This design comes from an exercise in tuning for a short achievable clock period and few clock cycles on the open sky130 flow, not from production work.
At most, simulation tests tie the RTL to the original design; equivalence was not proved.
The clock port is modelled as an ideal driver; clocking choices that lean on that would not hold on a real chip.
Power is estimated from default activity; no workload was simulated.

== alpha ==
Design microP, start of the top module:
module microP(
    input clk,
    input reset,
    output [7:0] imem_addr,
    input [16:0] imem_data,
    output [7:0] dmem_addr,
    output [7:0] dmem_wdata,
    output dmem_we,
    input [7:0] dmem_rdata,
    input [7:0] data_in,
    output out_we,
    output [7:0] data_out_col,
    output [7:0] data_out_addr
    );
Size in the first run: ~820 cells after synthesis, ~77 I/O pins.
export LEC_CHECK = 0
export CAP_MARGIN = 20
export CORE_MARGIN = 2
export CORE_UTILIZATION = 40
export PLACE_DENSITY = 0.6
export SETUP_SLACK_MARGIN = 3.0
export SLEW_MARGIN = 20
export SYNTH_HIERARCHICAL = 1
export SYNTH_MINIMUM_KEEP_SIZE = 0
export TNS_END_PERCENT = 100
create_clock -name core_clock -period 5.0 [get_ports {clk}]
run.sh (not shown) runs the stock make flow with config.mk's settings and CLKGATE_MAP_FILE= SYNTH_SCRIPT=/design/flow/synth_recipe.tcl, a recipe that flattens the netlist after the stock synthesis.
[inputs] beta vs alpha
==> flow/flow/run.sh (new file) <==
#!/bin/bash
# The standard layout (standard.sh), with two changes to how it is made:
# the resizer may swap a cell for one of another footprint, and the port
# buffers are buf_4 cells (the standard flow's default is a delay buffer).
set -euo pipefail
bash standard.sh MATCH_CELL_FOOTPRINT=0 "BUFFER_PORTS_ARGS=-buffer_cell sky130_fd_sc_hd__buf_4" finish > standard_flow.log 2>&1
==> flow/standard.sh (new file) <==
#!/bin/bash
# synth_recipe.tcl (not shown) runs the flow's synth.tcl, then flattens the netlist and writes it again
# the make line also repeats each setting of config.mk as NAME=value (left out here)
make -C /OpenROAD-flow-scripts/flow DESIGN_CONFIG=/design/flow/config.mk WORK_HOME=/design/flow/orfs CLKGATE_MAP_FILE= SYNTH_SCRIPT=/design/flow/synth_recipe.tcl "${@:-finish}"
removed: flow/run.sh
[summary]
beta: aggregate global-route resource usage is 0.90 points lower than what alpha reported.
beta -> alpha: relative contribution of sequential cells to total power flat
Compare alpha and beta | fraction of the cycle the final worst path needs higher: alpha
Total power draw: beta > alpha
In beta the share of power burned in the clock network turned out 0.6 points higher than in alpha.
Row shortest period the worst path allows: beta lower / alpha higher
Post-CTS repair timing setup buffer count (lower): beta
Delta (beta minus alpha): setup slack has increased, sequential share of layout area has remained practically unchanged, register-to-register slack has increased, design area has decreased.
No run of this note included a check of the RTL's function; only the layout flow was run.


microP, a different RTL version from the one above (not shown whole).
Size in the first run: roughly 1000 cells after synthesis, about 77 I/O pins, ~0.011 sq mm of cells after synthesis.
Settings: LEC_CHECK=0, CAP_MARGIN=20, CORE_MARGIN=2, CORE_UTILIZATION=40, PLACE_DENSITY=0.6, SETUP_SLACK_MARGIN=3.0, SLEW_MARGIN=20, SYNTH_HIERARCHICAL=1, SYNTH_MINIMUM_KEEP_SIZE=0, TNS_END_PERCENT=100; clock period 5.0 ns.
standard.sh (not shown) runs the stock make flow with config.mk's settings and CLKGATE_MAP_FILE= SYNTH_SCRIPT=/design/flow/synth_recipe.tcl, a recipe that flattens the netlist after the stock synthesis.
==> flow/flow/run.sh <==
#!/bin/bash
# The standard layout (standard.sh), with three changes to how it is made:
# the resizer may swap a cell for one of another footprint, the port buffers
# are buf_4 cells (the standard flow's default is a delay buffer), and after
# clock tree synthesis's setup repair more repair passes run
# (flow/post_cts.tcl: two more passes, through ORFS's POST_CTS_TCL hook).
set -euo pipefail
bash standard.sh MATCH_CELL_FOOTPRINT=0 "BUFFER_PORTS_ARGS=-buffer_cell sky130_fd_sc_hd__buf_4" \
    "POST_CTS_TCL=$(pwd)/flow/post_cts.tcl" finish > standard_flow.log 2>&1
==> flow/flow/post_cts.tcl <==
# Two more setup repair passes after CTS's own (same margin), the second with
# the full move sequence, then legalize again.
estimate_parasitics -placement
repair_timing -setup -setup_margin $::env(SETUP_SLACK_MARGIN) -repair_tns 100 -verbose
detailed_placement
estimate_parasitics -placement
repair_timing -setup -setup_margin $::env(SETUP_SLACK_MARGIN) -repair_tns 100 \
    -sequence "unbuffer,sizeup,swap,buffer,clone,split" -verbose
detailed_placement
check_placement -verbose
estimate_parasitics -placement
Testbench counts at the start, summed over its fixed seeds: cycles 51,068.
Edit:
--- a/flow/flow/run.sh
+++ b/flow/flow/run.sh
@@ -4,4 +4,4 @@
 # are buf_4 cells (the standard flow's default is a delay buffer), and after
-# clock tree synthesis's setup repair more repair passes run
-# (flow/post_cts.tcl: two more passes, through ORFS's POST_CTS_TCL hook).
+# clock tree synthesis's setup repair a second repair pass runs
+# (flow/post_cts.tcl, through ORFS's POST_CTS_TCL hook).
 set -euo pipefail
==> flow/flow/post_cts.tcl (replaced) <==
# A second setup repair after CTS's own (same margin), then legalize again.
estimate_parasitics -placement
repair_timing -setup -setup_margin $::env(SETUP_SLACK_MARGIN) -repair_tns 100 -verbose
detailed_placement
check_placement -verbose
estimate_parasitics -placement
Maximum frequency decreases by 0.94%.
Routed wire length barely changes.
First-iteration DRC count came out higher by 8.3%.
Design area fell by 0.71%.
Clock skew barely changes.
Cell count drops by 0.40%.
Non-clock buffer count came out lower by 6.
Edit:
==> flow/flow/run.sh (replaced) <==
#!/bin/bash
# The standard layout (standard.sh), with two changes to how it is made:
# the resizer may swap a cell for one of another footprint, and the port
# buffers are buf_4 cells (the standard flow's default is a delay buffer).
set -euo pipefail
bash standard.sh MATCH_CELL_FOOTPRINT=0 "BUFFER_PORTS_ARGS=-buffer_cell sky130_fd_sc_hd__buf_4" finish > standard_flow.log 2>&1
removed: flow/flow/post_cts.tcl
The new run completed without violations.
Power rises by 0.42%.
Core utilization rose by 0.28 points.
Routed wire length hardly moves.
Global-route usage decreases by 0.31 points.


Another version of the RTL of microP (not shown whole).
For scale: roughly 720 cells after synthesis, about 98 flip-flops, about 77 I/O pins, about 6800 um^2 of cells after synthesis.
## microP
module microP(
    input clk,
    input reset,
    output [7:0] imem_addr,
    input [16:0] imem_data,
    output [7:0] dmem_addr,
    output [7:0] dmem_wdata,
    output dmem_we,
    input [7:0] dmem_rdata,
    input [7:0] data_in,
    output out_we,
    output [7:0] data_out_col,
    output [7:0] data_out_addr
    );
localparam [4:0] OP_SUB = 5'd1,  OP_JML = 5'd2,  OP_JMP = 5'd3,  OP_AIU = 5'd4,
                 OP_ST  = 5'd5,  OP_AND = 5'd6,  OP_JMR = 5'd7,  OP_LSL = 5'd8,
                 OP_ADI = 5'd9,  OP_XOR = 5'd10, OP_BZ  = 5'd11, OP_MOV = 5'd12,
                 OP_LD  = 5'd13, OP_SLT = 5'd14, OP_ADD = 5'd15, OP_OUT = 5'd16,
                 OP_NOT = 5'd17, OP_IN  = 5'd18, OP_BNZ = 5'd19, OP_ORI = 5'd20,
                 OP_LSR = 5'd21;
reg [7:0] A_e, B_e;       
reg cin_e;                
reg s_add, s_slt, s_and, s_or, s_xor, s_a, s_not, s_lsl, s_lsr, s_ld, s_in;
reg RW_e, MW_e, OW_e;
reg [2:0] DR_e;
reg [7:0] R1, R2, R3, R4, R5, R6, R7;
wire [8:0] sum = {1'b0, A_e} + {1'b0, B_e} + {8'd0, cin_e};
wire [7:0] shl = A_e << B_e[2:0];
wire [7:0] shr = A_e >> B_e[2:0];
wire [7:0] res =
      ({8{s_add}} & sum[7:0])
    | ({8{s_slt}} & {7'd0, ~sum[8]})
    | ({8{s_and}} & (A_e & B_e))
    | ({8{s_or }} & (A_e | B_e))
    | ({8{s_xor}} & (A_e ^ B_e))
    | ({8{s_a  }} & A_e)
    | ({8{s_not}} & ~A_e)
    | ({8{s_lsl}} & shl)
    | ({8{s_lsr}} & shr)
    | ({8{s_ld }} & dmem_rdata)
    | ({8{s_in }} & data_in);
wire z_res = (res == 8'd0);
assign dmem_addr = A_e;
assign dmem_wdata = B_e;
assign dmem_we = MW_e;
assign out_we = OW_e;
assign data_out_col = A_e;
assign data_out_addr = B_e;
reg [7:0] PC;
assign imem_addr = PC;
wire [7:0] PC1 = PC + 8'd1;
wire [4:0] op = imem_data[16:12];
wire [2:0] dr = imem_data[11:9];
wire [2:0] sa = imem_data[8:6];
wire [2:0] sb = imem_data[5:3];
wire [5:0] im = imem_data[5:0];
wire [7:0] se_im = {{2{im[5]}}, im};
function [7:0] rd;
    input [2:0] a;
    input [7:0] r1, r2, r3, r4, r5, r6, r7;
    case (a)
        3'd1: rd = r1; 3'd2: rd = r2; 3'd3: rd = r3; 3'd4: rd = r4;
        3'd5: rd = r5; 3'd6: rd = r6; 3'd7: rd = r7;
        default: rd = 8'd0;
    endcase
endfunction
wire [7:0] ra = rd(sa, R1, R2, R3, R4, R5, R6, R7);
wire [7:0] rb = rd(sb, R1, R2, R3, R4, R5, R6, R7);
wire fwd_a = RW_e && (DR_e == sa);
wire fwd_b = RW_e && (DR_e == sb);
wire [7:0] A = fwd_a ? res : ra;
wire [7:0] B = fwd_b ? res : rb;
  ...
Settings: LEC_CHECK=0, ABC_CLOCK_PERIOD_IN_PS=2000, CAP_MARGIN=20, CORE_MARGIN=2, CORE_UTILIZATION=40, PLACE_DENSITY=0.6, SETUP_SLACK_MARGIN=3.0, SLEW_MARGIN=20, TNS_END_PERCENT=100; clock period 5.0 ns.
==> flow/flow/run.sh <==
#!/bin/bash
# The standard layout, with the resizer allowed to swap cells of any footprint.
set -euo pipefail
bash standard.sh MATCH_CELL_FOOTPRINT=0 finish > standard_flow.log 2>&1
The baseline finished clean.
Rerun with:
==> flow/run.sh (new file) <==
#!/bin/bash
# synth_recipe.tcl (not shown) runs the flow's synth.tcl, then flattens the netlist and writes it again
# the make line also repeats each setting of config.mk as NAME=value (left out here)
make -C /OpenROAD-flow-scripts/flow DESIGN_CONFIG=/design/flow/config.mk WORK_HOME=/design/flow/orfs CLKGATE_MAP_FILE= SYNTH_SCRIPT=/design/flow/synth_recipe.tcl finish
removed: flow/flow/run.sh
removed: flow/standard.sh
The changed run ran to the end with no violations. Die area stays the same. Total power is about the same. Critical path depth went down by 2. Via count went up by 1.3%. Register-to-register slack stays flat. Sequential power barely changes.
Function was not checked in any run of this note: the RTL went through the layout flow alone.

afterwards: timing with drivers on the ports:
The results above use ideal ports. As a check the final layouts listed here were re-extracted and re-timed, cells and wires unchanged. Step 1 sets driving cells, clkbuf_16 on the clock port and buf_2 on the other inputs (assumed; they add their load-dependent delay and slew). Step 2 adds t to the input delays and takes it off the output delays; t is the mean of the earliest and latest rising clock arrival at the registers after step 1. Input paths then give back, and output paths get back, about the clock's delay inside the block. a / b / c = ideal ports / drivers / drivers and shift; a / b = the first two.
run	t, ns	setup WS [ns]	worst setup path at the end
alpha	0.406	2.566 / 2.591 / 2.184	input to register
beta	0.400	2.604 / 2.602 / 2.202	input to register
the first run of note 2	0.486	2.964 / 2.964 / 2.571	input to register
the second run of note 2	0.485	2.944 / 2.944 / 2.569	input to register
the third run of note 2	0.483	2.948 / 2.948 / 2.568	input to register
the first run of note 3	0.396	1.522 / 1.522 / 1.160	input to register
the second run of note 3	0.401	1.529 / 1.529 / 1.208	input to register
After both steps every run listed still meets setup and hold. The setup slack of beta, which loses most, moves by -0.002 ns with the drivers and by -0.402 ns with both steps.
